Source: an optimization exercise on an open RTL-to-GDS flow (aim: small area and a short achievable clock period). Production flows keep margins and buffers that such runs may drop. No functional check of the RTL was part of any run shown here. Power and IR drop assume default switching activity.

File: flow/design.v
module multiplier_logic (
    input  wire        clk,
    input  wire        rst_n,
    input  wire [15:0] a,
    input  wire [15:0] b,
    output reg  [31:0] y
);
  reg r1_a0;
  reg r1_a1;
  reg r1_a2;
  reg r1_a3;
  reg r1_a4;
  reg r1_a5;
  reg r1_a6;
  reg r1_a7;
  reg r1_a8;
  reg r1_a9;
  reg r1_a10;
  reg r1_a11;
  reg r1_a12;
  reg r1_a13;
  reg r1_a14;
  reg r1_a15;
  reg r1_an0;
  reg r1_an1;
  reg r1_an2;
  reg r1_an3;
  reg r1_an4;
  reg r1_an5;
  reg r1_an6;
  reg r1_an7;
  reg r1_an8;
  reg r1_an9;
  reg r1_an10;
  reg r1_an11;
  reg r1_an12;
  reg r1_an13;
  reg r1_an14;
  reg r1_an15;
  reg r1_b15;
  reg r1_one1;
  reg r1_two2;
  reg r1_neg3;
  reg r1_one4;
  reg r1_two5;
  reg r1_neg6;
  reg r1_one7;
  reg r1_two8;
  reg r1_neg9;
  reg r1_one10;
  reg r1_two11;
  reg r1_neg12;
  reg r1_one13;
  reg r1_two14;
  reg r1_neg15;
  reg r1_one16;
  reg r1_two17;
  reg r1_neg18;
  reg r1_one19;
  reg r1_two20;
  reg r1_neg21;
  reg r1_one22;
  reg r1_two23;
  reg r1_neg24;
  reg r2_s351;
  reg r2_s353;
  reg r2_s355;
  reg r2_s289;
  reg r2_c356;
  reg r2_p63;
  reg r2_s195;
  reg r2_c290;
  reg r2_c196;
  reg r2_s197;
  reg r2_s199;
  reg r2_s291;
  reg r2_c292;
  reg r2_s293;
  reg r2_c294;
  reg r2_s295;
  reg r2_c206;
  reg r2_s207;
  reg r2_c296;
  reg r2_s297;
  reg r2_s211;
  reg r2_c298;
  reg r2_s299;
  reg r2_s215;
  reg r2_c300;
  reg r2_s301;
  reg r2_c302;
  reg r2_s303;
  reg r2_s305;
  reg r2_s221;
  reg r2_s223;
  reg r2_c304;
  reg r2_c306;
  reg r2_s307;
  reg r2_s227;
  reg r2_s229;
  reg r2_c308;
  reg r2_s309;
  reg r2_s233;
  reg r2_c310;
  reg r2_s311;
  reg r2_s313;
  reg r2_s237;
  reg r2_s239;
  reg r2_c312;
  reg r2_c314;
  reg r2_s315;
  reg r2_s245;
  reg r2_c316;
  reg r2_s317;
  reg r2_s319;
  reg r2_c318;
  reg r2_c320;
  reg r2_s321;
  reg r2_s323;
  reg r2_s255;
  reg r2_c322;
  reg r2_c324;
  reg r2_s325;
  reg r2_s327;
  reg r2_c326;
  reg r2_c328;
  reg r2_s329;
  reg r2_s331;
  reg r2_s261;
  reg r2_s263;
  reg r2_c330;
  reg r2_c332;
  reg r2_s333;
  reg r2_s265;
  reg r2_s267;
  reg r2_c334;
  reg r2_s335;
  reg r2_s271;
  reg r2_c336;
  reg r2_s337;
  reg r2_s275;
  reg r2_c338;
  reg r2_s339;
  reg r2_c276;
  reg r2_s277;
  reg r2_c340;
  reg r2_s341;
  reg r2_s279;
  reg r2_c342;
  reg r2_s343;
  reg r2_c344;
  reg r2_s345;
  reg r2_c346;
  reg r2_s347;
  reg r2_c284;
  reg r2_s285;
  reg r2_c348;
  reg r2_c286;
  reg r2_s287;
  reg r2_s349;
  reg r3_r2_s351;
  reg r3_r2_s353;
  reg r3_r2_s355;
  reg r3_r2_c356;
  reg r3_r2_s289;
  reg r3_r2_s195;
  reg r3_s413;
  reg r3_c414;
  reg r3_s415;
  reg r3_c416;
  reg r3_s417;
  reg r3_c418;
  reg r3_s419;
  reg r3_c420;
  reg r3_s421;
  reg r3_c422;
  reg r3_s423;
  reg r3_c424;
  reg r3_s425;
  reg r3_c426;
  reg r3_s427;
  reg r3_c428;
  reg r3_s429;
  reg r3_c430;
  reg r3_s431;
  reg r3_c432;
  reg r3_s433;
  reg r3_c434;
  reg r3_s435;
  reg r3_c436;
  reg r3_s437;
  reg r3_c438;
  reg r3_s439;
  reg r3_c440;
  reg r3_s441;
  reg r3_c442;
  reg r3_s443;
  reg r3_c444;
  reg r3_s445;
  reg r3_c446;
  reg r3_s447;
  reg r3_c448;
  reg r3_s449;
  reg r3_c450;
  reg r3_s451;
  reg r3_s453;
  reg r3_c452;
  reg r3_c454;
  reg r3_s455;
  reg r3_c456;
  reg r3_s457;
  reg r3_s459;
  reg r3_c458;
  reg r3_s461;
  reg r3_c460;
  reg r3_c462;
  reg r3_s463;
  reg r3_s465;
  reg r3_c464;
  reg r3_r2_s349;
  reg r3_c466;
  wire one1 = b[0] ^ 1'b0;
  wire two2 = (b[1] & ~b[0] & ~1'b0) | (~b[1] & b[0] & 1'b0);
  wire neg3 = b[1];
  wire one4 = b[2] ^ b[1];
  wire two5 = (b[3] & ~b[2] & ~b[1]) | (~b[3] & b[2] & b[1]);
  wire neg6 = b[3];
  wire one7 = b[4] ^ b[3];
  wire two8 = (b[5] & ~b[4] & ~b[3]) | (~b[5] & b[4] & b[3]);
  wire neg9 = b[5];
  wire one10 = b[6] ^ b[5];
  wire two11 = (b[7] & ~b[6] & ~b[5]) | (~b[7] & b[6] & b[5]);
  wire neg12 = b[7];
  wire one13 = b[8] ^ b[7];
  wire two14 = (b[9] & ~b[8] & ~b[7]) | (~b[9] & b[8] & b[7]);
  wire neg15 = b[9];
  wire one16 = b[10] ^ b[9];
  wire two17 = (b[11] & ~b[10] & ~b[9]) | (~b[11] & b[10] & b[9]);
  wire neg18 = b[11];
  wire one19 = b[12] ^ b[11];
  wire two20 = (b[13] & ~b[12] & ~b[11]) | (~b[13] & b[12] & b[11]);
  wire neg21 = b[13];
  wire one22 = b[14] ^ b[13];
  wire two23 = (b[15] & ~b[14] & ~b[13]) | (~b[15] & b[14] & b[13]);
  wire neg24 = b[15];
  wire p25 = ((r1_one1 & r1_a0) | (r1_two2 & 1'b0)) ^ r1_neg3;
  wire p26 = ((r1_one1 & r1_a1) | (r1_two2 & r1_a0)) ^ r1_neg3;
  wire p27 = ((r1_one1 & r1_a2) | (r1_two2 & r1_a1)) ^ r1_neg3;
  wire p28 = ((r1_one1 & r1_a3) | (r1_two2 & r1_a2)) ^ r1_neg3;
  wire p29 = ((r1_one1 & r1_a4) | (r1_two2 & r1_a3)) ^ r1_neg3;
  wire p30 = ((r1_one1 & r1_a5) | (r1_two2 & r1_a4)) ^ r1_neg3;
  wire p31 = ((r1_one1 & r1_a6) | (r1_two2 & r1_a5)) ^ r1_neg3;
  wire p32 = ((r1_one1 & r1_a7) | (r1_two2 & r1_a6)) ^ r1_neg3;
  wire p33 = ((r1_one1 & r1_a8) | (r1_two2 & r1_a7)) ^ r1_neg3;
  wire p34 = ((r1_one1 & r1_a9) | (r1_two2 & r1_a8)) ^ r1_neg3;
  wire p35 = ((r1_one1 & r1_a10) | (r1_two2 & r1_a9)) ^ r1_neg3;
  wire p36 = ((r1_one1 & r1_a11) | (r1_two2 & r1_a10)) ^ r1_neg3;
  wire p37 = ((r1_one1 & r1_a12) | (r1_two2 & r1_a11)) ^ r1_neg3;
  wire p38 = ((r1_one1 & r1_a13) | (r1_two2 & r1_a12)) ^ r1_neg3;
  wire p39 = ((r1_one1 & r1_a14) | (r1_two2 & r1_a13)) ^ r1_neg3;
  wire p40 = ((r1_one1 & r1_a15) | (r1_two2 & r1_a14)) ^ r1_neg3;
  wire p41 = ((r1_one1 & 1'b0) | (r1_two2 & r1_a15)) ^ r1_neg3;
  wire ns42 = ~r1_neg3;
  wire ng43 = r1_neg3;
  wire p44 = ((r1_one4 & r1_a0) | (r1_two5 & 1'b0)) ^ r1_neg6;
  wire p45 = ((r1_one4 & r1_a1) | (r1_two5 & r1_a0)) ^ r1_neg6;
  wire p46 = ((r1_one4 & r1_a2) | (r1_two5 & r1_a1)) ^ r1_neg6;
  wire p47 = ((r1_one4 & r1_a3) | (r1_two5 & r1_a2)) ^ r1_neg6;
  wire p48 = ((r1_one4 & r1_a4) | (r1_two5 & r1_a3)) ^ r1_neg6;
  wire p49 = ((r1_one4 & r1_a5) | (r1_two5 & r1_a4)) ^ r1_neg6;
  wire p50 = ((r1_one4 & r1_a6) | (r1_two5 & r1_a5)) ^ r1_neg6;
  wire p51 = ((r1_one4 & r1_a7) | (r1_two5 & r1_a6)) ^ r1_neg6;
  wire p52 = ((r1_one4 & r1_a8) | (r1_two5 & r1_a7)) ^ r1_neg6;
  wire p53 = ((r1_one4 & r1_a9) | (r1_two5 & r1_a8)) ^ r1_neg6;
  wire p54 = ((r1_one4 & r1_a10) | (r1_two5 & r1_a9)) ^ r1_neg6;
  wire p55 = ((r1_one4 & r1_a11) | (r1_two5 & r1_a10)) ^ r1_neg6;
  wire p56 = ((r1_one4 & r1_a12) | (r1_two5 & r1_a11)) ^ r1_neg6;
  wire p57 = ((r1_one4 & r1_a13) | (r1_two5 & r1_a12)) ^ r1_neg6;
  wire p58 = ((r1_one4 & r1_a14) | (r1_two5 & r1_a13)) ^ r1_neg6;
  wire p59 = ((r1_one4 & r1_a15) | (r1_two5 & r1_a14)) ^ r1_neg6;
  wire p60 = ((r1_one4 & 1'b0) | (r1_two5 & r1_a15)) ^ r1_neg6;
  wire ns61 = ~r1_neg6;
  wire ng62 = r1_neg6;
  wire p63 = ((r1_one7 & r1_a0) | (r1_two8 & 1'b0)) ^ r1_neg9;
  wire p64 = ((r1_one7 & r1_a1) | (r1_two8 & r1_a0)) ^ r1_neg9;
  wire p65 = ((r1_one7 & r1_a2) | (r1_two8 & r1_a1)) ^ r1_neg9;
  wire p66 = ((r1_one7 & r1_a3) | (r1_two8 & r1_a2)) ^ r1_neg9;
  wire p67 = ((r1_one7 & r1_a4) | (r1_two8 & r1_a3)) ^ r1_neg9;
  wire p68 = ((r1_one7 & r1_a5) | (r1_two8 & r1_a4)) ^ r1_neg9;
  wire p69 = ((r1_one7 & r1_a6) | (r1_two8 & r1_a5)) ^ r1_neg9;
  wire p70 = ((r1_one7 & r1_a7) | (r1_two8 & r1_a6)) ^ r1_neg9;
  wire p71 = ((r1_one7 & r1_a8) | (r1_two8 & r1_a7)) ^ r1_neg9;
  wire p72 = ((r1_one7 & r1_a9) | (r1_two8 & r1_a8)) ^ r1_neg9;
  wire p73 = ((r1_one7 & r1_a10) | (r1_two8 & r1_a9)) ^ r1_neg9;
  wire p74 = ((r1_one7 & r1_a11) | (r1_two8 & r1_a10)) ^ r1_neg9;
  wire p75 = ((r1_one7 & r1_a12) | (r1_two8 & r1_a11)) ^ r1_neg9;
  wire p76 = ((r1_one7 & r1_a13) | (r1_two8 & r1_a12)) ^ r1_neg9;
  wire p77 = ((r1_one7 & r1_a14) | (r1_two8 & r1_a13)) ^ r1_neg9;
  wire p78 = ((r1_one7 & r1_a15) | (r1_two8 & r1_a14)) ^ r1_neg9;
  wire p79 = ((r1_one7 & 1'b0) | (r1_two8 & r1_a15)) ^ r1_neg9;
  wire ns80 = ~r1_neg9;
  wire ng81 = r1_neg9;
  wire p82 = ((r1_one10 & r1_a0) | (r1_two11 & 1'b0)) ^ r1_neg12;
  wire p83 = ((r1_one10 & r1_a1) | (r1_two11 & r1_a0)) ^ r1_neg12;
  wire p84 = ((r1_one10 & r1_a2) | (r1_two11 & r1_a1)) ^ r1_neg12;
  wire p85 = ((r1_one10 & r1_a3) | (r1_two11 & r1_a2)) ^ r1_neg12;
  wire p86 = ((r1_one10 & r1_a4) | (r1_two11 & r1_a3)) ^ r1_neg12;
  wire p87 = ((r1_one10 & r1_a5) | (r1_two11 & r1_a4)) ^ r1_neg12;
  wire p88 = ((r1_one10 & r1_a6) | (r1_two11 & r1_a5)) ^ r1_neg12;
  wire p89 = ((r1_one10 & r1_a7) | (r1_two11 & r1_a6)) ^ r1_neg12;
  wire p90 = ((r1_one10 & r1_a8) | (r1_two11 & r1_a7)) ^ r1_neg12;
  wire p91 = ((r1_one10 & r1_a9) | (r1_two11 & r1_a8)) ^ r1_neg12;
  wire p92 = ((r1_one10 & r1_a10) | (r1_two11 & r1_a9)) ^ r1_neg12;
  wire p93 = ((r1_one10 & r1_a11) | (r1_two11 & r1_a10)) ^ r1_neg12;
  wire p94 = ((r1_one10 & r1_a12) | (r1_two11 & r1_a11)) ^ r1_neg12;
  wire p95 = ((r1_one10 & r1_a13) | (r1_two11 & r1_a12)) ^ r1_neg12;
  wire p96 = ((r1_one10 & r1_a14) | (r1_two11 & r1_a13)) ^ r1_neg12;
  wire p97 = ((r1_one10 & r1_a15) | (r1_two11 & r1_a14)) ^ r1_neg12;
  wire p98 = ((r1_one10 & 1'b0) | (r1_two11 & r1_a15)) ^ r1_neg12;
  wire ns99 = ~r1_neg12;
  wire ng100 = r1_neg12;
  wire p101 = ((r1_one13 & ~r1_an0) | (r1_two14 & 1'b0)) ^ r1_neg15;
  wire p102 = ((r1_one13 & ~r1_an1) | (r1_two14 & ~r1_an0)) ^ r1_neg15;
  wire p103 = ((r1_one13 & ~r1_an2) | (r1_two14 & ~r1_an1)) ^ r1_neg15;
  wire p104 = ((r1_one13 & ~r1_an3) | (r1_two14 & ~r1_an2)) ^ r1_neg15;
  wire p105 = ((r1_one13 & ~r1_an4) | (r1_two14 & ~r1_an3)) ^ r1_neg15;
  wire p106 = ((r1_one13 & ~r1_an5) | (r1_two14 & ~r1_an4)) ^ r1_neg15;
  wire p107 = ((r1_one13 & ~r1_an6) | (r1_two14 & ~r1_an5)) ^ r1_neg15;
  wire p108 = ((r1_one13 & ~r1_an7) | (r1_two14 & ~r1_an6)) ^ r1_neg15;
  wire p109 = ((r1_one13 & ~r1_an8) | (r1_two14 & ~r1_an7)) ^ r1_neg15;
  wire p110 = ((r1_one13 & ~r1_an9) | (r1_two14 & ~r1_an8)) ^ r1_neg15;
  wire p111 = ((r1_one13 & ~r1_an10) | (r1_two14 & ~r1_an9)) ^ r1_neg15;
  wire p112 = ((r1_one13 & ~r1_an11) | (r1_two14 & ~r1_an10)) ^ r1_neg15;
  wire p113 = ((r1_one13 & ~r1_an12) | (r1_two14 & ~r1_an11)) ^ r1_neg15;
  wire p114 = ((r1_one13 & ~r1_an13) | (r1_two14 & ~r1_an12)) ^ r1_neg15;
  wire p115 = ((r1_one13 & ~r1_an14) | (r1_two14 & ~r1_an13)) ^ r1_neg15;
  wire p116 = ((r1_one13 & ~r1_an15) | (r1_two14 & ~r1_an14)) ^ r1_neg15;
  wire p117 = ((r1_one13 & 1'b0) | (r1_two14 & ~r1_an15)) ^ r1_neg15;
  wire ns118 = ~r1_neg15;
  wire ng119 = r1_neg15;
  wire p120 = ((r1_one16 & ~r1_an0) | (r1_two17 & 1'b0)) ^ r1_neg18;
  wire p121 = ((r1_one16 & ~r1_an1) | (r1_two17 & ~r1_an0)) ^ r1_neg18;
  wire p122 = ((r1_one16 & ~r1_an2) | (r1_two17 & ~r1_an1)) ^ r1_neg18;
  wire p123 = ((r1_one16 & ~r1_an3) | (r1_two17 & ~r1_an2)) ^ r1_neg18;
  wire p124 = ((r1_one16 & ~r1_an4) | (r1_two17 & ~r1_an3)) ^ r1_neg18;
  wire p125 = ((r1_one16 & ~r1_an5) | (r1_two17 & ~r1_an4)) ^ r1_neg18;
  wire p126 = ((r1_one16 & ~r1_an6) | (r1_two17 & ~r1_an5)) ^ r1_neg18;
  wire p127 = ((r1_one16 & ~r1_an7) | (r1_two17 & ~r1_an6)) ^ r1_neg18;
  wire p128 = ((r1_one16 & ~r1_an8) | (r1_two17 & ~r1_an7)) ^ r1_neg18;
  wire p129 = ((r1_one16 & ~r1_an9) | (r1_two17 & ~r1_an8)) ^ r1_neg18;
  wire p130 = ((r1_one16 & ~r1_an10) | (r1_two17 & ~r1_an9)) ^ r1_neg18;
  wire p131 = ((r1_one16 & ~r1_an11) | (r1_two17 & ~r1_an10)) ^ r1_neg18;
  wire p132 = ((r1_one16 & ~r1_an12) | (r1_two17 & ~r1_an11)) ^ r1_neg18;
  wire p133 = ((r1_one16 & ~r1_an13) | (r1_two17 & ~r1_an12)) ^ r1_neg18;
  wire p134 = ((r1_one16 & ~r1_an14) | (r1_two17 & ~r1_an13)) ^ r1_neg18;
  wire p135 = ((r1_one16 & ~r1_an15) | (r1_two17 & ~r1_an14)) ^ r1_neg18;
  wire p136 = ((r1_one16 & 1'b0) | (r1_two17 & ~r1_an15)) ^ r1_neg18;
  wire ns137 = ~r1_neg18;
  wire ng138 = r1_neg18;
  wire p139 = ((r1_one19 & ~r1_an0) | (r1_two20 & 1'b0)) ^ r1_neg21;
  wire p140 = ((r1_one19 & ~r1_an1) | (r1_two20 & ~r1_an0)) ^ r1_neg21;
  wire p141 = ((r1_one19 & ~r1_an2) | (r1_two20 & ~r1_an1)) ^ r1_neg21;
  wire p142 = ((r1_one19 & ~r1_an3) | (r1_two20 & ~r1_an2)) ^ r1_neg21;
  wire p143 = ((r1_one19 & ~r1_an4) | (r1_two20 & ~r1_an3)) ^ r1_neg21;
  wire p144 = ((r1_one19 & ~r1_an5) | (r1_two20 & ~r1_an4)) ^ r1_neg21;
  wire p145 = ((r1_one19 & ~r1_an6) | (r1_two20 & ~r1_an5)) ^ r1_neg21;
  wire p146 = ((r1_one19 & ~r1_an7) | (r1_two20 & ~r1_an6)) ^ r1_neg21;
  wire p147 = ((r1_one19 & ~r1_an8) | (r1_two20 & ~r1_an7)) ^ r1_neg21;
  wire p148 = ((r1_one19 & ~r1_an9) | (r1_two20 & ~r1_an8)) ^ r1_neg21;
  wire p149 = ((r1_one19 & ~r1_an10) | (r1_two20 & ~r1_an9)) ^ r1_neg21;
  wire p150 = ((r1_one19 & ~r1_an11) | (r1_two20 & ~r1_an10)) ^ r1_neg21;
  wire p151 = ((r1_one19 & ~r1_an12) | (r1_two20 & ~r1_an11)) ^ r1_neg21;
  wire p152 = ((r1_one19 & ~r1_an13) | (r1_two20 & ~r1_an12)) ^ r1_neg21;
  wire p153 = ((r1_one19 & ~r1_an14) | (r1_two20 & ~r1_an13)) ^ r1_neg21;
  wire p154 = ((r1_one19 & ~r1_an15) | (r1_two20 & ~r1_an14)) ^ r1_neg21;
  wire p155 = ((r1_one19 & 1'b0) | (r1_two20 & ~r1_an15)) ^ r1_neg21;
  wire ns156 = ~r1_neg21;
  wire ng157 = r1_neg21;
  wire p158 = ((r1_one22 & ~r1_an0) | (r1_two23 & 1'b0)) ^ r1_neg24;
  wire p159 = ((r1_one22 & ~r1_an1) | (r1_two23 & ~r1_an0)) ^ r1_neg24;
  wire p160 = ((r1_one22 & ~r1_an2) | (r1_two23 & ~r1_an1)) ^ r1_neg24;
  wire p161 = ((r1_one22 & ~r1_an3) | (r1_two23 & ~r1_an2)) ^ r1_neg24;
  wire p162 = ((r1_one22 & ~r1_an4) | (r1_two23 & ~r1_an3)) ^ r1_neg24;
  wire p163 = ((r1_one22 & ~r1_an5) | (r1_two23 & ~r1_an4)) ^ r1_neg24;
  wire p164 = ((r1_one22 & ~r1_an6) | (r1_two23 & ~r1_an5)) ^ r1_neg24;
  wire p165 = ((r1_one22 & ~r1_an7) | (r1_two23 & ~r1_an6)) ^ r1_neg24;
  wire p166 = ((r1_one22 & ~r1_an8) | (r1_two23 & ~r1_an7)) ^ r1_neg24;
  wire p167 = ((r1_one22 & ~r1_an9) | (r1_two23 & ~r1_an8)) ^ r1_neg24;
  wire p168 = ((r1_one22 & ~r1_an10) | (r1_two23 & ~r1_an9)) ^ r1_neg24;
  wire p169 = ((r1_one22 & ~r1_an11) | (r1_two23 & ~r1_an10)) ^ r1_neg24;
  wire p170 = ((r1_one22 & ~r1_an12) | (r1_two23 & ~r1_an11)) ^ r1_neg24;
  wire p171 = ((r1_one22 & ~r1_an13) | (r1_two23 & ~r1_an12)) ^ r1_neg24;
  wire p172 = ((r1_one22 & ~r1_an14) | (r1_two23 & ~r1_an13)) ^ r1_neg24;
  wire p173 = ((r1_one22 & ~r1_an15) | (r1_two23 & ~r1_an14)) ^ r1_neg24;
  wire p174 = ((r1_one22 & 1'b0) | (r1_two23 & ~r1_an15)) ^ r1_neg24;
  wire ns175 = ~r1_neg24;
  wire ng176 = r1_neg24;
  wire p177 = r1_a0 & r1_b15;
  wire p178 = r1_a1 & r1_b15;
  wire p179 = r1_a2 & r1_b15;
  wire p180 = r1_a3 & r1_b15;
  wire p181 = r1_a4 & r1_b15;
  wire p182 = r1_a5 & r1_b15;
  wire p183 = r1_a6 & r1_b15;
  wire p184 = r1_a7 & r1_b15;
  wire p185 = r1_a8 & r1_b15;
  wire p186 = r1_a9 & r1_b15;
  wire p187 = r1_a10 & r1_b15;
  wire p188 = r1_a11 & r1_b15;
  wire p189 = r1_a12 & r1_b15;
  wire p190 = r1_a13 & r1_b15;
  wire p191 = r1_a14 & r1_b15;
  wire p192 = r1_a15 & r1_b15;
  wire s193, c194;
  mult_fa u_s193 (.x(ng62), .y(p27), .z(p44), .s(s193), .c(c194));
  wire s195, c196;
  mult_fa u_s195 (.x(ng81), .y(p29), .z(p46), .s(s195), .c(c196));
  wire s197, c198;
  mult_fa u_s197 (.x(p30), .y(p47), .z(p64), .s(s197), .c(c198));
  wire s199, c200;
  mult_fa u_s199 (.x(ng100), .y(p31), .z(p48), .s(s199), .c(c200));
  wire s201, c202;
  mult_fa u_s201 (.x(p32), .y(p49), .z(p66), .s(s201), .c(c202));
  wire s203, c204;
  mult_fa u_s203 (.x(ng119), .y(p101), .z(p33), .s(s203), .c(c204));
  wire s205, c206;
  mult_fa u_s205 (.x(p50), .y(p67), .z(p84), .s(s205), .c(c206));
  wire s207, c208;
  mult_fa u_s207 (.x(p102), .y(p34), .z(p51), .s(s207), .c(c208));
  wire s209, c210;
  mult_fa u_s209 (.x(ng138), .y(p103), .z(p120), .s(s209), .c(c210));
  wire s211, c212;
  mult_fa u_s211 (.x(p35), .y(p52), .z(p69), .s(s211), .c(c212));
  wire s213, c214;
  mult_fa u_s213 (.x(p104), .y(p121), .z(p36), .s(s213), .c(c214));
  wire s215, c216;
  mult_fa u_s215 (.x(p53), .y(p70), .z(p87), .s(s215), .c(c216));
  wire s217, c218;
  mult_fa u_s217 (.x(ng157), .y(p105), .z(p122), .s(s217), .c(c218));
  wire s219, c220;
  mult_fa u_s219 (.x(p139), .y(p37), .z(p54), .s(s219), .c(c220));
  wire s221, c222;
  mult_fa u_s221 (.x(p106), .y(p123), .z(p140), .s(s221), .c(c222));
  wire s223, c224;
  mult_fa u_s223 (.x(p38), .y(p55), .z(p72), .s(s223), .c(c224));
  wire s225, c226;
  mult_fa u_s225 (.x(ng176), .y(p107), .z(p124), .s(s225), .c(c226));
  wire s227, c228;
  mult_fa u_s227 (.x(p141), .y(p158), .z(p39), .s(s227), .c(c228));
  wire s229, c230;
  mult_fa u_s229 (.x(p56), .y(p73), .z(p90), .s(s229), .c(c230));
  wire s231, c232;
  mult_fa u_s231 (.x(p108), .y(p125), .z(p142), .s(s231), .c(c232));
  wire s233, c234;
  mult_fa u_s233 (.x(p159), .y(p40), .z(p57), .s(s233), .c(c234));
  wire s235, c236;
  mult_fa u_s235 (.x(p177), .y(p109), .z(p126), .s(s235), .c(c236));
  wire s237, c238;
  mult_fa u_s237 (.x(p143), .y(p160), .z(p41), .s(s237), .c(c238));
  wire s239, c240;
  mult_fa u_s239 (.x(p58), .y(p75), .z(p92), .s(s239), .c(c240));
  wire s241, c242;
  mult_fa u_s241 (.x(1'b1), .y(ns42), .z(p178), .s(s241), .c(c242));
  wire s243, c244;
  mult_fa u_s243 (.x(p110), .y(p127), .z(p144), .s(s243), .c(c244));
  wire s245, c246;
  mult_fa u_s245 (.x(p161), .y(p59), .z(p76), .s(s245), .c(c246));
  wire s247, c248;
  mult_fa u_s247 (.x(1'b1), .y(p179), .z(p111), .s(s247), .c(c248));
  wire s249, c250;
  mult_fa u_s249 (.x(p128), .y(p145), .z(p162), .s(s249), .c(c250));
  wire s251, c252;
  mult_fa u_s251 (.x(p60), .y(p77), .z(p94), .s(s251), .c(c252));
  wire s253, c254;
  mult_fa u_s253 (.x(ns61), .y(p180), .z(p112), .s(s253), .c(c254));
  wire s255, c256;
  mult_fa u_s255 (.x(p129), .y(p146), .z(p163), .s(s255), .c(c256));
  wire s257, c258;
  mult_fa u_s257 (.x(1'b1), .y(p181), .z(p113), .s(s257), .c(c258));
  wire s259, c260;
  mult_fa u_s259 (.x(p130), .y(p147), .z(p164), .s(s259), .c(c260));
  wire s261, c262;
  mult_fa u_s261 (.x(ns80), .y(p182), .z(p114), .s(s261), .c(c262));
  wire s263, c264;
  mult_fa u_s263 (.x(p131), .y(p148), .z(p165), .s(s263), .c(c264));
  wire s265, c266;
  mult_fa u_s265 (.x(1'b1), .y(p183), .z(p115), .s(s265), .c(c266));
  wire s267, c268;
  mult_fa u_s267 (.x(p132), .y(p149), .z(p166), .s(s267), .c(c268));
  wire s269, c270;
  mult_fa u_s269 (.x(ns99), .y(p184), .z(p116), .s(s269), .c(c270));
  wire s271, c272;
  mult_fa u_s271 (.x(p133), .y(p150), .z(p167), .s(s271), .c(c272));
  wire s273, c274;
  mult_fa u_s273 (.x(1'b1), .y(p185), .z(p117), .s(s273), .c(c274));
  wire s275, c276;
  mult_fa u_s275 (.x(p134), .y(p151), .z(p168), .s(s275), .c(c276));
  wire s277, c278;
  mult_fa u_s277 (.x(ns118), .y(p186), .z(p135), .s(s277), .c(c278));
  wire s279, c280;
  mult_fa u_s279 (.x(1'b1), .y(p187), .z(p136), .s(s279), .c(c280));
  wire s281, c282;
  mult_fa u_s281 (.x(ns137), .y(p188), .z(p154), .s(s281), .c(c282));
  wire s283, c284;
  mult_fa u_s283 (.x(1'b1), .y(p189), .z(p155), .s(s283), .c(c284));
  wire s285, c286;
  mult_fa u_s285 (.x(ns156), .y(p190), .z(p173), .s(s285), .c(c286));
  wire s287, c288;
  mult_fa u_s287 (.x(1'b1), .y(p191), .z(p174), .s(s287), .c(c288));
  wire s289, c290;
  mult_fa u_s289 (.x(p28), .y(p45), .z(c194), .s(s289), .c(c290));
  wire s291, c292;
  mult_fa u_s291 (.x(p65), .y(p82), .z(c198), .s(s291), .c(c292));
  wire s293, c294;
  mult_fa u_s293 (.x(p83), .y(c200), .z(s201), .s(s293), .c(c294));
  wire s295, c296;
  mult_fa u_s295 (.x(c202), .y(s203), .z(s205), .s(s295), .c(c296));
  wire s297, c298;
  mult_fa u_s297 (.x(p68), .y(p85), .z(c204), .s(s297), .c(c298));
  wire s299, c300;
  mult_fa u_s299 (.x(p86), .y(c208), .z(s209), .s(s299), .c(c300));
  wire s301, c302;
  mult_fa u_s301 (.x(c210), .y(c212), .z(s213), .s(s301), .c(c302));
  wire s303, c304;
  mult_fa u_s303 (.x(p71), .y(p88), .z(c214), .s(s303), .c(c304));
  wire s305, c306;
  mult_fa u_s305 (.x(c216), .y(s217), .z(s219), .s(s305), .c(c306));
  wire s307, c308;
  mult_fa u_s307 (.x(p89), .y(c218), .z(c220), .s(s307), .c(c308));
  wire s309, c310;
  mult_fa u_s309 (.x(c222), .y(c224), .z(s225), .s(s309), .c(c310));
  wire s311, c312;
  mult_fa u_s311 (.x(p74), .y(p91), .z(c226), .s(s311), .c(c312));
  wire s313, c314;
  mult_fa u_s313 (.x(c228), .y(c230), .z(s231), .s(s313), .c(c314));
  wire s315, c316;
  mult_fa u_s315 (.x(c232), .y(c234), .z(s235), .s(s315), .c(c316));
  wire s317, c318;
  mult_fa u_s317 (.x(p93), .y(s241), .z(c236), .s(s317), .c(c318));
  wire s319, c320;
  mult_fa u_s319 (.x(c238), .y(c240), .z(s243), .s(s319), .c(c320));
  wire s321, c322;
  mult_fa u_s321 (.x(c242), .y(c244), .z(c246), .s(s321), .c(c322));
  wire s323, c324;
  mult_fa u_s323 (.x(s247), .y(s249), .z(s251), .s(s323), .c(c324));
  wire s325, c326;
  mult_fa u_s325 (.x(p78), .y(p95), .z(c248), .s(s325), .c(c326));
  wire s327, c328;
  mult_fa u_s327 (.x(c250), .y(c252), .z(s253), .s(s327), .c(c328));
  wire s329, c330;
  mult_fa u_s329 (.x(p79), .y(p96), .z(c254), .s(s329), .c(c330));
  wire s331, c332;
  mult_fa u_s331 (.x(c256), .y(s257), .z(s259), .s(s331), .c(c332));
  wire s333, c334;
  mult_fa u_s333 (.x(p97), .y(c258), .z(c260), .s(s333), .c(c334));
  wire s335, c336;
  mult_fa u_s335 (.x(p98), .y(c262), .z(c264), .s(s335), .c(c336));
  wire s337, c338;
  mult_fa u_s337 (.x(c266), .y(c268), .z(s269), .s(s337), .c(c338));
  wire s339, c340;
  mult_fa u_s339 (.x(c270), .y(c272), .z(s273), .s(s339), .c(c340));
  wire s341, c342;
  mult_fa u_s341 (.x(p152), .y(p169), .z(c274), .s(s341), .c(c342));
  wire s343, c344;
  mult_fa u_s343 (.x(p153), .y(p170), .z(c278), .s(s343), .c(c344));
  wire s345, c346;
  mult_fa u_s345 (.x(p171), .y(c280), .z(s281), .s(s345), .c(c346));
  wire s347, c348;
  mult_fa u_s347 (.x(p172), .y(c282), .z(s283), .s(s347), .c(c348));
  wire s349, c350;
  mult_fa u_s349 (.x(ns175), .y(p192), .z(c288), .s(s349), .c(c350));
  wire s351 = ng43 ^ p25;
  wire c352 = ng43 & p25;
  wire s353 = p26 ^ c352;
  wire c354 = p26 & c352;
  wire s355 = c354 ^ s193;
  wire c356 = c354 & s193;
  wire s357 = r2_c304 ^ r2_c306;
  wire c358 = r2_c304 & r2_c306;
  wire s359 = r2_c308 ^ r2_s227;
  wire c360 = r2_c308 & r2_s227;
  wire s361 = r2_c310 ^ r2_s233;
  wire c362 = r2_c310 & r2_s233;
  wire s363, c364;
  mult_fa u_s363 (.x(r2_c312), .y(r2_c314), .z(r2_s237), .s(s363), .c(c364));
  wire s365 = r2_c316 ^ r2_s245;
  wire c366 = r2_c316 & r2_s245;
  wire s367 = r2_c318 ^ r2_c320;
  wire c368 = r2_c318 & r2_c320;
  wire s369, c370;
  mult_fa u_s369 (.x(r2_c322), .y(r2_c324), .z(r2_s255), .s(s369), .c(c370));
  wire s371 = r2_c326 ^ r2_c328;
  wire c372 = r2_c326 & r2_c328;
  wire s373, c374;
  mult_fa u_s373 (.x(r2_c330), .y(r2_c332), .z(r2_s261), .s(s373), .c(c374));
  wire s375 = r2_c334 ^ r2_s265;
  wire c376 = r2_c334 & r2_s265;
  wire s377 = r2_c206 ^ r2_c296;
  wire c378 = r2_c206 & r2_c296;
  wire s379 = r2_c298 ^ r2_s211;
  wire c380 = r2_c298 & r2_s211;
  wire s381 = r2_c300 ^ r2_s215;
  wire c382 = r2_c300 & r2_s215;
  wire s383 = r2_c302 ^ r2_s303;
  wire c384 = r2_c302 & r2_s303;
  wire s385, c386;
  mult_fa u_s385 (.x(r2_s221), .y(r2_s223), .z(r2_s307), .s(s385), .c(c386));
  wire s387, c388;
  mult_fa u_s387 (.x(r2_s229), .y(r2_s309), .z(c358), .s(s387), .c(c388));
  wire s389, c390;
  mult_fa u_s389 (.x(r2_s311), .y(r2_s313), .z(c360), .s(s389), .c(c390));
  wire s391, c392;
  mult_fa u_s391 (.x(r2_s239), .y(r2_s315), .z(c362), .s(s391), .c(c392));
  wire s393, c394;
  mult_fa u_s393 (.x(r2_s317), .y(r2_s319), .z(s365), .s(s393), .c(c394));
  wire s395, c396;
  mult_fa u_s395 (.x(r2_s321), .y(r2_s323), .z(c366), .s(s395), .c(c396));
  wire s397, c398;
  mult_fa u_s397 (.x(r2_s325), .y(r2_s327), .z(c368), .s(s397), .c(c398));
  wire s399, c400;
  mult_fa u_s399 (.x(r2_s329), .y(r2_s331), .z(s371), .s(s399), .c(c400));
  wire s401, c402;
  mult_fa u_s401 (.x(r2_s263), .y(r2_s333), .z(c372), .s(s401), .c(c402));
  wire s403, c404;
  mult_fa u_s403 (.x(r2_s267), .y(r2_s335), .z(s375), .s(s403), .c(c404));
  wire s405, c406;
  mult_fa u_s405 (.x(r2_c336), .y(r2_s271), .z(r2_s337), .s(s405), .c(c406));
  wire s407 = r2_c338 ^ r2_s275;
  wire c408 = r2_c338 & r2_s275;
  wire s409, c410;
  mult_fa u_s409 (.x(r2_c276), .y(r2_c340), .z(r2_s277), .s(s409), .c(c410));
  wire s411 = r2_c342 ^ r2_s279;
  wire c412 = r2_c342 & r2_s279;
  wire s413 = r2_c290 ^ r2_p63;
  wire c414 = r2_c290 & r2_p63;
  wire s415 = r2_c196 ^ r2_s197;
  wire c416 = r2_c196 & r2_s197;
  wire s417 = r2_s199 ^ r2_s291;
  wire c418 = r2_s199 & r2_s291;
  wire s419 = r2_c292 ^ r2_s293;
  wire c420 = r2_c292 & r2_s293;
  wire s421 = r2_c294 ^ r2_s295;
  wire c422 = r2_c294 & r2_s295;
  wire s423, c424;
  mult_fa u_s423 (.x(r2_s207), .y(r2_s297), .z(s377), .s(s423), .c(c424));
  wire s425, c426;
  mult_fa u_s425 (.x(r2_s299), .y(c378), .z(s379), .s(s425), .c(c426));
  wire s427, c428;
  mult_fa u_s427 (.x(r2_s301), .y(c380), .z(s381), .s(s427), .c(c428));
  wire s429, c430;
  mult_fa u_s429 (.x(r2_s305), .y(c382), .z(s383), .s(s429), .c(c430));
  wire s431, c432;
  mult_fa u_s431 (.x(c384), .y(s357), .z(s385), .s(s431), .c(c432));
  wire s433, c434;
  mult_fa u_s433 (.x(s359), .y(c386), .z(s387), .s(s433), .c(c434));
  wire s435, c436;
  mult_fa u_s435 (.x(s361), .y(c388), .z(s389), .s(s435), .c(c436));
  wire s437, c438;
  mult_fa u_s437 (.x(s363), .y(c390), .z(s391), .s(s437), .c(c438));
  wire s439, c440;
  mult_fa u_s439 (.x(c364), .y(c392), .z(s393), .s(s439), .c(c440));
  wire s441, c442;
  mult_fa u_s441 (.x(s367), .y(c394), .z(s395), .s(s441), .c(c442));
  wire s443, c444;
  mult_fa u_s443 (.x(s369), .y(c396), .z(s397), .s(s443), .c(c444));
  wire s445, c446;
  mult_fa u_s445 (.x(c370), .y(c398), .z(s399), .s(s445), .c(c446));
  wire s447, c448;
  mult_fa u_s447 (.x(s373), .y(c400), .z(s401), .s(s447), .c(c448));
  wire s449, c450;
  mult_fa u_s449 (.x(c374), .y(c402), .z(s403), .s(s449), .c(c450));
  wire s451, c452;
  mult_fa u_s451 (.x(c376), .y(s405), .z(c404), .s(s451), .c(c452));
  wire s453, c454;
  mult_fa u_s453 (.x(r2_s339), .y(s407), .z(c406), .s(s453), .c(c454));
  wire s455, c456;
  mult_fa u_s455 (.x(r2_s341), .y(c408), .z(s409), .s(s455), .c(c456));
  wire s457, c458;
  mult_fa u_s457 (.x(r2_s343), .y(s411), .z(c410), .s(s457), .c(c458));
  wire s459, c460;
  mult_fa u_s459 (.x(r2_c344), .y(r2_s345), .z(c412), .s(s459), .c(c460));
  wire s461 = r2_c346 ^ r2_s347;
  wire c462 = r2_c346 & r2_s347;
  wire s463, c464;
  mult_fa u_s463 (.x(r2_c284), .y(r2_c348), .z(r2_s285), .s(s463), .c(c464));
  wire s465 = r2_c286 ^ r2_s287;
  wire c466 = r2_c286 & r2_s287;
  wire [31:0] ra = {r3_c466, r3_c464, r3_c462, r3_c460, r3_c458, r3_c456, r3_c454, r3_c452, r3_c450, r3_c448, r3_c446, r3_c444, r3_c442, r3_c440, r3_c438, r3_c436, r3_c434, r3_c432, r3_c430, r3_c428, r3_c426, r3_c424, r3_c422, r3_c420, r3_c418, r3_c416, r3_c414, r3_r2_s195, r3_r2_c356, r3_r2_s355, r3_r2_s353, r3_r2_s351};
  wire [31:0] rb = {r3_r2_s349, r3_s465, r3_s463, r3_s461, r3_s459, r3_s457, r3_s455, r3_s453, r3_s451, r3_s449, r3_s447, r3_s445, r3_s443, r3_s441, r3_s439, r3_s437, r3_s435, r3_s433, r3_s431, r3_s429, r3_s427, r3_s425, r3_s423, r3_s421, r3_s419, r3_s417, r3_s415, r3_s413, r3_r2_s289, 1'b0, 1'b0, 1'b0};
  wire [16:0] plo = ra[15:0] + rb[15:0];
  reg [16:0] r4_plo;
  reg [15:0] r4_ha, r4_hb;
  always @(posedge clk) begin r4_plo <= plo; r4_ha <= ra[31:16]; r4_hb <= rb[31:16]; end
  wire [16:0] phs = {r4_ha, r4_plo[16]} + {r4_hb, r4_plo[16]};
  wire [15:0] phi = phs[16:1];
  wire [31:0] prod = {phi, r4_plo[15:0]};
  always @(posedge clk) begin
    r1_a0 <= a[0];
    r1_a1 <= a[1];
    r1_a2 <= a[2];
    r1_a3 <= a[3];
    r1_a4 <= a[4];
    r1_a5 <= a[5];
    r1_a6 <= a[6];
    r1_a7 <= a[7];
    r1_a8 <= a[8];
    r1_a9 <= a[9];
    r1_a10 <= a[10];
    r1_a11 <= a[11];
    r1_a12 <= a[12];
    r1_a13 <= a[13];
    r1_a14 <= a[14];
    r1_a15 <= a[15];
    r1_an0 <= ~a[0];
    r1_an1 <= ~a[1];
    r1_an2 <= ~a[2];
    r1_an3 <= ~a[3];
    r1_an4 <= ~a[4];
    r1_an5 <= ~a[5];
    r1_an6 <= ~a[6];
    r1_an7 <= ~a[7];
    r1_an8 <= ~a[8];
    r1_an9 <= ~a[9];
    r1_an10 <= ~a[10];
    r1_an11 <= ~a[11];
    r1_an12 <= ~a[12];
    r1_an13 <= ~a[13];
    r1_an14 <= ~a[14];
    r1_an15 <= ~a[15];
    r1_b15 <= b[15];
    r1_one1 <= one1;
    r1_two2 <= two2;
    r1_neg3 <= neg3;
    r1_one4 <= one4;
    r1_two5 <= two5;
    r1_neg6 <= neg6;
    r1_one7 <= one7;
    r1_two8 <= two8;
    r1_neg9 <= neg9;
    r1_one10 <= one10;
    r1_two11 <= two11;
    r1_neg12 <= neg12;
    r1_one13 <= one13;
    r1_two14 <= two14;
    r1_neg15 <= neg15;
    r1_one16 <= one16;
    r1_two17 <= two17;
    r1_neg18 <= neg18;
    r1_one19 <= one19;
    r1_two20 <= two20;
    r1_neg21 <= neg21;
    r1_one22 <= one22;
    r1_two23 <= two23;
    r1_neg24 <= neg24;
    r2_s351 <= s351;
    r2_s353 <= s353;
    r2_s355 <= s355;
    r2_s289 <= s289;
    r2_c356 <= c356;
    r2_p63 <= p63;
    r2_s195 <= s195;
    r2_c290 <= c290;
    r2_c196 <= c196;
    r2_s197 <= s197;
    r2_s199 <= s199;
    r2_s291 <= s291;
    r2_c292 <= c292;
    r2_s293 <= s293;
    r2_c294 <= c294;
    r2_s295 <= s295;
    r2_c206 <= c206;
    r2_s207 <= s207;
    r2_c296 <= c296;
    r2_s297 <= s297;
    r2_s211 <= s211;
    r2_c298 <= c298;
    r2_s299 <= s299;
    r2_s215 <= s215;
    r2_c300 <= c300;
    r2_s301 <= s301;
    r2_c302 <= c302;
    r2_s303 <= s303;
    r2_s305 <= s305;
    r2_s221 <= s221;
    r2_s223 <= s223;
    r2_c304 <= c304;
    r2_c306 <= c306;
    r2_s307 <= s307;
    r2_s227 <= s227;
    r2_s229 <= s229;
    r2_c308 <= c308;
    r2_s309 <= s309;
    r2_s233 <= s233;
    r2_c310 <= c310;
    r2_s311 <= s311;
    r2_s313 <= s313;
    r2_s237 <= s237;
    r2_s239 <= s239;
    r2_c312 <= c312;
    r2_c314 <= c314;
    r2_s315 <= s315;
    r2_s245 <= s245;
    r2_c316 <= c316;
    r2_s317 <= s317;
    r2_s319 <= s319;
    r2_c318 <= c318;
    r2_c320 <= c320;
    r2_s321 <= s321;
    r2_s323 <= s323;
    r2_s255 <= s255;
    r2_c322 <= c322;
    r2_c324 <= c324;
    r2_s325 <= s325;
    r2_s327 <= s327;
    r2_c326 <= c326;
    r2_c328 <= c328;
    r2_s329 <= s329;
    r2_s331 <= s331;
    r2_s261 <= s261;
    r2_s263 <= s263;
    r2_c330 <= c330;
    r2_c332 <= c332;
    r2_s333 <= s333;
    r2_s265 <= s265;
    r2_s267 <= s267;
    r2_c334 <= c334;
    r2_s335 <= s335;
    r2_s271 <= s271;
    r2_c336 <= c336;
    r2_s337 <= s337;
    r2_s275 <= s275;
    r2_c338 <= c338;
    r2_s339 <= s339;
    r2_c276 <= c276;
    r2_s277 <= s277;
    r2_c340 <= c340;
    r2_s341 <= s341;
    r2_s279 <= s279;
    r2_c342 <= c342;
    r2_s343 <= s343;
    r2_c344 <= c344;
    r2_s345 <= s345;
    r2_c346 <= c346;
    r2_s347 <= s347;
    r2_c284 <= c284;
    r2_s285 <= s285;
    r2_c348 <= c348;
    r2_c286 <= c286;
    r2_s287 <= s287;
    r2_s349 <= s349;
    r3_r2_s351 <= r2_s351;
    r3_r2_s353 <= r2_s353;
    r3_r2_s355 <= r2_s355;
    r3_r2_c356 <= r2_c356;
    r3_r2_s289 <= r2_s289;
    r3_r2_s195 <= r2_s195;
    r3_s413 <= s413;
    r3_c414 <= c414;
    r3_s415 <= s415;
    r3_c416 <= c416;
    r3_s417 <= s417;
    r3_c418 <= c418;
    r3_s419 <= s419;
    r3_c420 <= c420;
    r3_s421 <= s421;
    r3_c422 <= c422;
    r3_s423 <= s423;
    r3_c424 <= c424;
    r3_s425 <= s425;
    r3_c426 <= c426;
    r3_s427 <= s427;
    r3_c428 <= c428;
    r3_s429 <= s429;
    r3_c430 <= c430;
    r3_s431 <= s431;
    r3_c432 <= c432;
    r3_s433 <= s433;
    r3_c434 <= c434;
    r3_s435 <= s435;
    r3_c436 <= c436;
    r3_s437 <= s437;
    r3_c438 <= c438;
    r3_s439 <= s439;
    r3_c440 <= c440;
    r3_s441 <= s441;
    r3_c442 <= c442;
    r3_s443 <= s443;
    r3_c444 <= c444;
    r3_s445 <= s445;
    r3_c446 <= c446;
    r3_s447 <= s447;
    r3_c448 <= c448;
    r3_s449 <= s449;
    r3_c450 <= c450;
    r3_s451 <= s451;
    r3_s453 <= s453;
    r3_c452 <= c452;
    r3_c454 <= c454;
    r3_s455 <= s455;
    r3_c456 <= c456;
    r3_s457 <= s457;
    r3_s459 <= s459;
    r3_c458 <= c458;
    r3_s461 <= s461;
    r3_c460 <= c460;
    r3_c462 <= c462;
    r3_s463 <= s463;
    r3_s465 <= s465;
    r3_c464 <= c464;
    r3_r2_s349 <= r2_s349;
    r3_c466 <= c466;
  end
  reg [3:0] v;
  always @(posedge clk) begin
    if (!rst_n) begin
      v <= 4'd0;
      y <= 32'd0;
    end else begin
      v <= {v[2:0], 1'b1};
      y <= v[3] ? prod : 32'd0;
    end
  end
endmodule
module mult_fa (input wire x, input wire y, input wire z, output wire s, output wire c);
  assign s = x ^ y ^ z;
  assign c = (x & y) | (x & z) | (y & z);
endmodule
File: flow/run.sh
#!/bin/bash
# synth_recipe.tcl (not shown) runs the flow's synth.tcl, then flattens the netlist and writes it again
# the make line also repeats each setting of config.mk as NAME=value (left out here)
make -C /OpenROAD-flow-scripts/flow DESIGN_CONFIG=/design/flow/config.mk WORK_HOME=/design/flow/orfs CLKGATE_MAP_FILE= SYNTH_SCRIPT=/design/flow/synth_recipe.tcl finish
File: flow/config.mk
export PLATFORM = sky130hd
export DESIGN_NAME = multiplier_logic
export DESIGN_NICKNAME = multiplier_logic
export VERILOG_FILES = /design/flow/design.v
export SDC_FILE = /design/flow/constraint.sdc
export NUM_CORES = 4
export LEC_CHECK = 0
export CAP_MARGIN = 20
export CORE_MARGIN = 2
export CORE_UTILIZATION = 40
export CTS_CLUSTER_DIAMETER = 60
export CTS_CLUSTER_SIZE = 50
export SETUP_SLACK_MARGIN = 2.6
export SLEW_MARGIN = 20
export SYNTH_HIERARCHICAL = 1
export SYNTH_MINIMUM_KEEP_SIZE = 0
File: flow/constraint.sdc
create_clock -name core_clock -period 4.5 [get_ports {clk}]
set_input_delay 0.9000 -clock core_clock [delete_from_list [all_inputs] [get_ports {clk}]]
set_output_delay 0.9000 -clock core_clock [all_outputs]
set_load 0.01 [all_outputs]
==> flow_summary.toml, run 1 <==
[routing]
dr.pass1.iters = 5
ant_nets = 0
via_per_inst = 5.01
vias = 7911
drt_iter0_drc = 673
drc = 0
wl_mm = 28.0
wire_per_inst_um = 17.7

[clock_network]
clk_pin_slew_ns = 0.10
clock_sinks = 298
htree_levels = 1
cts_root_buf = "clkbuf_16"
cts_tree = "done"
clockBufferDepth = 3
insertion_delay_ns = 0.54
cts_buffers = 21

[synth]
yosys.area.top_type_share_pct = 46.1
syn_area_mm2 = 0.0129
syn_avg_cell_area_um2 = 11.9
synthArstFlopShare_pct = 0
yosysWarnings = 7
ys_seq_elements = 298
synth_cell_types = 54
yosys-top-cells-area = "dfxtp_1 (46%), fa_1 (18%), xnor2_1 (10%)"
ys_seq_area_share_pct = 46.1
synth-edff-count = 0
syn_inst = 1086
synth_top_area_cell = "dfxtp_1"
yosys_most_used_dff = "dfxtp_1"

[pwr]
p_comb_share_pct = 39.3
p_int_uw = 6500
clockPowerShare_pct = 21.4
worst_ir_drop_vdd_v = 0.000301
power.density_mw_per_mm2 = 631
pwr-share-seq_pct = 39.4
switching_power_uw = 3590
p_sw_share_pct = 35.6
power_leakage_uw = 0.00631

[cells_and_area]
nets = 1363
layout-drive-gt1-share_pct = 28.7
stdcell_count = 1580
areaGrowthSynthToFinish_pct = 23.7
num_antenna_cells = 0
n_fill_cell = 2744

[sta]
rsz0062_at_grt = "true"
setup-tns-final_ns = 0
setup_violations = 0
drv_slew = 0
finalCriticalPeriod_ns = 2.04
fin_ws_ns = 2.46
fin_hold_ws_ns = 0.322
worst_pin_slew_ns = 0.518
clock_skew_ns = 0.0222
min_period_over_period_pct = 45.4
clock.fmax_ghz = 0.490
hold_viol = 0
maxSlewHeadroom_pct = 65.4

[worst_setup_path]
r2r_slack_ns = 2.46
critical-path-slowest-cell = "fa_2"
path_class = "register to register"
cpPeakStageDelay_ns = 0.53
crit_buf_inv = 4
path_delay_family = "adder cells"
worst_setup_path_start_kind = "register"
crit_fanout = 6
crit_chain = "clkinvlp_4, buf_12, buf_6, buf_6, o22ai_4, xnor2_2, fa_2, fa_2"
end_kind = "register"
crit_arrival_ns = 2.53
cp.required_ns = 4.99

[global_route]
antenna_found_initial = 0
track_usage_pct = 16.4
grt_max_degree = 35
grt_overflow_total = 0
grt_pass1_vias = 7970
grt_pass1_wl_mm = 44.0

[flow_run]
maxCapViolCount = 0

[floorplan]
start_util_pct = 40.8
core_area_mm2 = 0.0317
dieWidth_um = 184
io_pins = 66
rows = 65
die_y_um = 184
dieArea_mm2 = 0.0338

[status]
status = "finished clean"

[place]
io_buffers = 65
dp_hpwl_mm = 19.0
place_congestion = 0.870
place_inst = 1485
dpl_worst_slack_ns = 1.78

[hold_path]
hold_path_class = "register to register"
-- placed cells by master (no fill, tap or decap), drive strengths merged, types with 32 or more instances in the layout --
master	count
dfxtp	298
xnor2	147
fa	116
buf	86
a22oi	60
o22ai	60
ha	50
inv	49
nor2	37
clkdlybuf4s50	32
-- synth_stat cells (4+ instances only) --
cell type and count:
o21bai_1 4, a31oi_1 4, a21o_1 9, o21ai_0 18
inv_1 36, buf_1 10, nand2b_1 9, and2_1 22
xor2_1 11, a211oi_1 6, inv_2 4, o22ai_1 60
dfxtp_1 298, o21a_1 4, nand3b_1 6, ha_1 50
clkbuf_1 51, and3_1 17, a22oi_1 60, nand3_1 7
fa_1 116, mux2i_1 5, nand2_1 25, nor2_1 37
a21oi_1 16, nor3_1 4, xnor2_1 147, buf_2 14
-- area by class of cell --
type                            instances  area (um^2)  share of cell area (%)
Timing Repair Buffer                  120         1070                    6.68
Multi-Input combinational cell        679         7210                    45.1
Timing Repair inverter                  3         17.5                   0.110
Tap cell                              402          503                    3.14
Sequential cell                       298         6150                    38.4
Clock inverter                         15          282                    1.76
Inverter                               40          220                    1.38
Clock buffer                           23          543                    3.40
-- Yosys stat by module (local to each module, per instance) --
module / area [um^2] / cells
multiplier_logic: 10600 / 972
mult_fa: 20.0 / 1
-- power groups by stage --
stage / Clock (uW) / Sequential, uW / Combinational (uW)
after floorplan: 0 / 3830 / 2710
after global placement: 0 / 4010 / 3440
after detailed placement: 0 / 4020 / 3510
after CTS: 2220 / 3960 / 3730
after global routing: 2340 / 4060 / 4510
final: 2150 / 3970 / 3970
-- sequential cells by signal, summed over array words and instances (netlist names), 4 cells and up --
name / count
y: 32
r4_plo: 17
r4_ha: 16
r4_hb: 16
v: 4
-- kinds of logic (layout without fill, tap and decap cells) --
group / after synthesis / after routing / share of synthesized area (%)
other: 1 / 8 / 0.0290
buffers and inverters: 116 / 201 / 3.51
XOR/XNOR: 158 / 158 / 10.7
adder cells (fa/ha/maj): 166 / 166 / 22.8
multiplexers: 5 / 5 / 0.387
AO/OA/AOI/OAI: 200 / 200 / 10.7
AND/OR/NAND/NOR: 142 / 142 / 5.71
flip-flops: 298 / 298 / 46.1
-- routing by layer --
metal	track usage, %	up-vias	wire length (um)
met2	24.8	279	12100
met4	4.54	0	635
li1	-	3794	-
met3	2.63	48	1820
met1	24.4	3790	13500
met5	0	-	0
-- final timing paths --
check / from / endpoint / depth (start not counted)
max: r1_one13 / r2_s309 / 8
min: r2_s289 / r3_r2_s289 / 0
max reg2reg: r1_one13 / r2_s309 / 8
min reg2reg: r2_s289 / r3_r2_s289 / 0
-- through the flow --
stage	power, uW	instance area (um^2)	utilization, %
CTS	9910	15300	48.3
global route	10900	16000	50.4
detailed placement	7530	13900	43.7
finish	10100	16000	50.4
global placement	7450	13900	43.7
floorplan	6550	13200	-
-- timing repair --
item,CTS,global route
setup buffers,40,14
cloned,3,0
pin swaps,45,40
setup endpoints to repair,115,89
resized for setup,288,131
hold buffers,0,0
==> run 2, diff against run 1 <==
--- a/flow/config.mk
+++ b/flow/config.mk
@@ -12,3 +12,3 @@
 export CTS_CLUSTER_SIZE = 50
-export SETUP_SLACK_MARGIN = 2.6
+export SETUP_SLACK_MARGIN = 2.5
 export SLEW_MARGIN = 20
==> run 2 against run 1 <==
Still clean on timing, DRC and antenna; combinational power decreased by 5.5%; core utilization shrank 2.1 points; design area down 4.2%; via count is 1.0% lower; worst hold slack better by 0.0011 ns; die area stayed put; first-iteration DRC count decreased by 2.4%; sequential share of layout area rose by 1.2 points; wire length down 2.7%; synthesized area is the same; critical path type unchanged; largest cell class unchanged.
==> flow_summary.toml, run 2 <==
[status]
status = "finished clean"

[place]
io_buffers = 65
place_congestion = 0.887
dpl_worst_slack_ns = 1.78
dp_hpwl_mm = 19.1

[pwr]
p_int_uw = 6430
power.density_mw_per_mm2 = 645
worst_ir_drop_vdd_v = 0.000284
p_sw_share_pct = 34.9
switching_power_uw = 3450
pwr-share-seq_pct = 40.2
power_leakage_uw = 0.00605
clockPowerShare_pct = 21.9
p_comb_share_pct = 38.0

[worst_setup_path]
critical-path-slowest-cell = "fa_2"
end_kind = "register"
crit_fanout = 6
crit_arrival_ns = 2.63
path_delay_family = "adder cells"
cp.required_ns = 4.93
path_class = "register to register"
worst_setup_path_start_kind = "register"
crit_buf_inv = 1
cpPeakStageDelay_ns = 0.55
crit_chain = "clkinvlp_4, o22ai_1, xnor2_1, fa_2, fa_1"

[synth]
yosys-top-cells-area = "dfxtp_1 (46%), fa_1 (18%), xnor2_1 (10%)"
yosys.area.top_type_share_pct = 46.1
synth_cell_types = 54
ys_seq_area_share_pct = 46.1
yosysWarnings = 7
synthArstFlopShare_pct = 0
synth-edff-count = 0
synth_top_cells_by_count = "dfxtp_1 (298), xnor2_1 (147), fa_1 (116), a22oi_1 (60), o22ai_1 (60)"
synth_most_common_cell = "dfxtp_1"
synth_top_area_cell = "dfxtp_1"
yosys_most_used_dff = "dfxtp_1"
ys_seq_elements = 298
syn_inst = 1086
syn_area_mm2 = 0.0129
syn_avg_cell_area_um2 = 11.9

[global_route]
grt_pass1_vias = 8010
grt_overflow_total = 0
grt_max_degree = 26
grt_pass1_wl_mm = 43.7
track_usage_pct = 16.3
antenna_found_initial = 0

[cells_and_area]
final-seq-area_mm2 = 0.00608
n_fill_cell = 2846
reg_top3 = "y x32, r4_plo x17"
final_common_cell = "dfxtp_1"
multi_input_area_mm2 = 0.00697
nets = 1336
final_cell_mix = "dfxtp_1 (247), xnor2_1 (136), fa_1 (95)"
regMostFlops = "y"
largest_reg_flops = 32
areaGrowthSynthToFinish_pct = 18.5
num_antenna_cells = 0
layout-drive-gt1-share_pct = 21.4

[floorplan]
dieWidth_um = 184
io_pins = 66
start_util_pct = 40.8
dieArea_mm2 = 0.0338
core_area_mm2 = 0.0317
rows = 65
die_y_um = 184

[clock_network]
clock_sinks = 298
cts_root_buf = "clkbuf_16"
postCtsHoldBufs = 0
cts_tree = "done"
clockBufferDepth = 3
cts_buffers = 23
htree_levels = 1
clk_pin_slew_ns = 0.09
insertion_delay_ns = 0.54

[sta]
drv_slew = 0
fin_hold_ws_ns = 0.323
maxSlewHeadroom_pct = 60.7
clock.fmax_ghz = 0.454
fin_ws_ns = 2.30
min_period_over_period_pct = 49.0
rsz0062_at_grt = "true"
hold_viol = 0
setup_violations = 0
worst_pin_slew_ns = 0.590
finalCriticalPeriod_ns = 2.20
setup-tns-final_ns = 0
clock_skew_ns = 0.0180

[routing]
drt_iter0_drc = 657
wl_mm = 27.3
vias = 7832
via_per_inst = 5.04
drc = 0
dr.pass1.iters = 7
ant_nets = 0
wire_per_inst_um = 17.5

[hold_path]
hold_path_class = "register to register"

[flow_run]
maxCapViolCount = 0
[run 2: worst paths after layout]
check        startpoint         to  slack (ns)  cells after the start
max            r1_one16    r2_s313        2.30                      5
min             r3_c466  r4_ha[15]        0.32                      0
max reg2reg    r1_one16    r2_s313        2.30                      5
min reg2reg     r3_c466  r4_ha[15]        0.32                      0
[run 2: what timing repair did]
action	CTS	global route
pin swaps	33	33
cloned	6	0
setup endpoints to repair	104	85
resized for setup	193	101
setup buffers	17	5
[run 2: per-stage QoR]
| stage | power, uW | util (%) | area [um^2] | std cells |
|---|---|---|---|---|
| detailed placement | 7550 | 43.6 | 13800 | 1485 |
| finish | 9880 | 48.3 | 15300 | 1553 |
| CTS | 9820 | 47.8 | 15200 | 1548 |
| floorplan | 6520 | - | 13000 | 1093 |
| global placement | 7450 | 43.5 | 13800 | 1485 |
| global route | 10700 | 48.3 | 15300 | 1553 |
[run 2: layer usage]
metal	share of wire (%)	GRT usage (%)
met5	0	0
met4	2.4	4.74
met3	6.6	2.73
met2	43	25.0
met1	48	23.7
[run 2: area by class of cell]
type                       count  area share, %
clock inverter                15           1.44
timing repair inverter         6          0.278
tap                          402           3.28
inverter                      40           1.26
timing repair buffer          88           4.74
multi-input combinational    679           45.5
clock buffer                  25           3.87
sequential                   298           39.7
[run 2: modules after synthesis, one instance, submodules excluded]
module | copies in the design | cell area [um^2] | cells inside | flip-flops and latches
mult_fa | 114 | 20.0 | 1 | 0
multiplier_logic | 1 | 10600 | 972 | 298
[run 2: cells by family (layout without fill, tap and decap cells)]
family                     Yosys count  after routing  synth area share, %
and+or+nand+nor                    142            142                 5.71
muxes                                5              5                0.387
xor gates and xnor gates           158            158                 10.7
DFF                                298            298                 46.1
buffers and inverters              116            174                 3.51
AOI/OAI and AO/OA                  200            200                 10.7
other                                1              8               0.0290
adders and majority gates          166            166                 22.8
[run 2: worst reg2reg max path, cell delays in order, from the launching register on]
cell and delay, ns:
dfxtp_4 0.39, clkinvlp_4 0.20, o22ai_1 0.30, xnor2_1 0.20
fa_2 0.55, fa_1 0.47
[run 2: power groups by stage]
stage / clock [uW] / sequential [uW] / combinational [uW]
2_1_floorplan: 0 / 3830 / 2690
3_3_place_gp: 0 / 4000 / 3450
3_5_place_dp: 0 / 4020 / 3540
4_1_cts: 2220 / 3970 / 3630
5_1_grt: 2330 / 4060 / 4290
6_report: 2160 / 3970 / 3750

static timing again, ports no longer ideal:
The results above use ideal ports. As a check the final layouts listed here were re-extracted and re-timed, cells and wires unchanged. Step 1 sets driving cells, clkbuf_16 on the clock port and buf_2 on the other inputs (assumed; they add their load-dependent delay and slew). Step 2 moves the port delays by t, midway between the first and last clock arrival at a register: inputs arrive t later, outputs are due t later. That takes back most of the time a late clock gives input paths. Slacks: no drivers / after step 1 / after step 2; pairs: no drivers / after step 1.
run | t, ns | slack for setup (ns) | worst register clock-pin slew, ns | worst slew at a driven data input, ns
run 1 | 0.578 | 2.458 / 2.458 / 2.417 | 0.11 / 0.11 | 0.04
run 2 | 0.580 | 2.296 / 2.296 / 2.075 | 0.09 / 0.09 | 0.04
After both steps setup and hold are still met in every run listed. The setup slack of run 2, which loses most, moves by 0.000 ns with the drivers and by -0.221 ns with both steps.
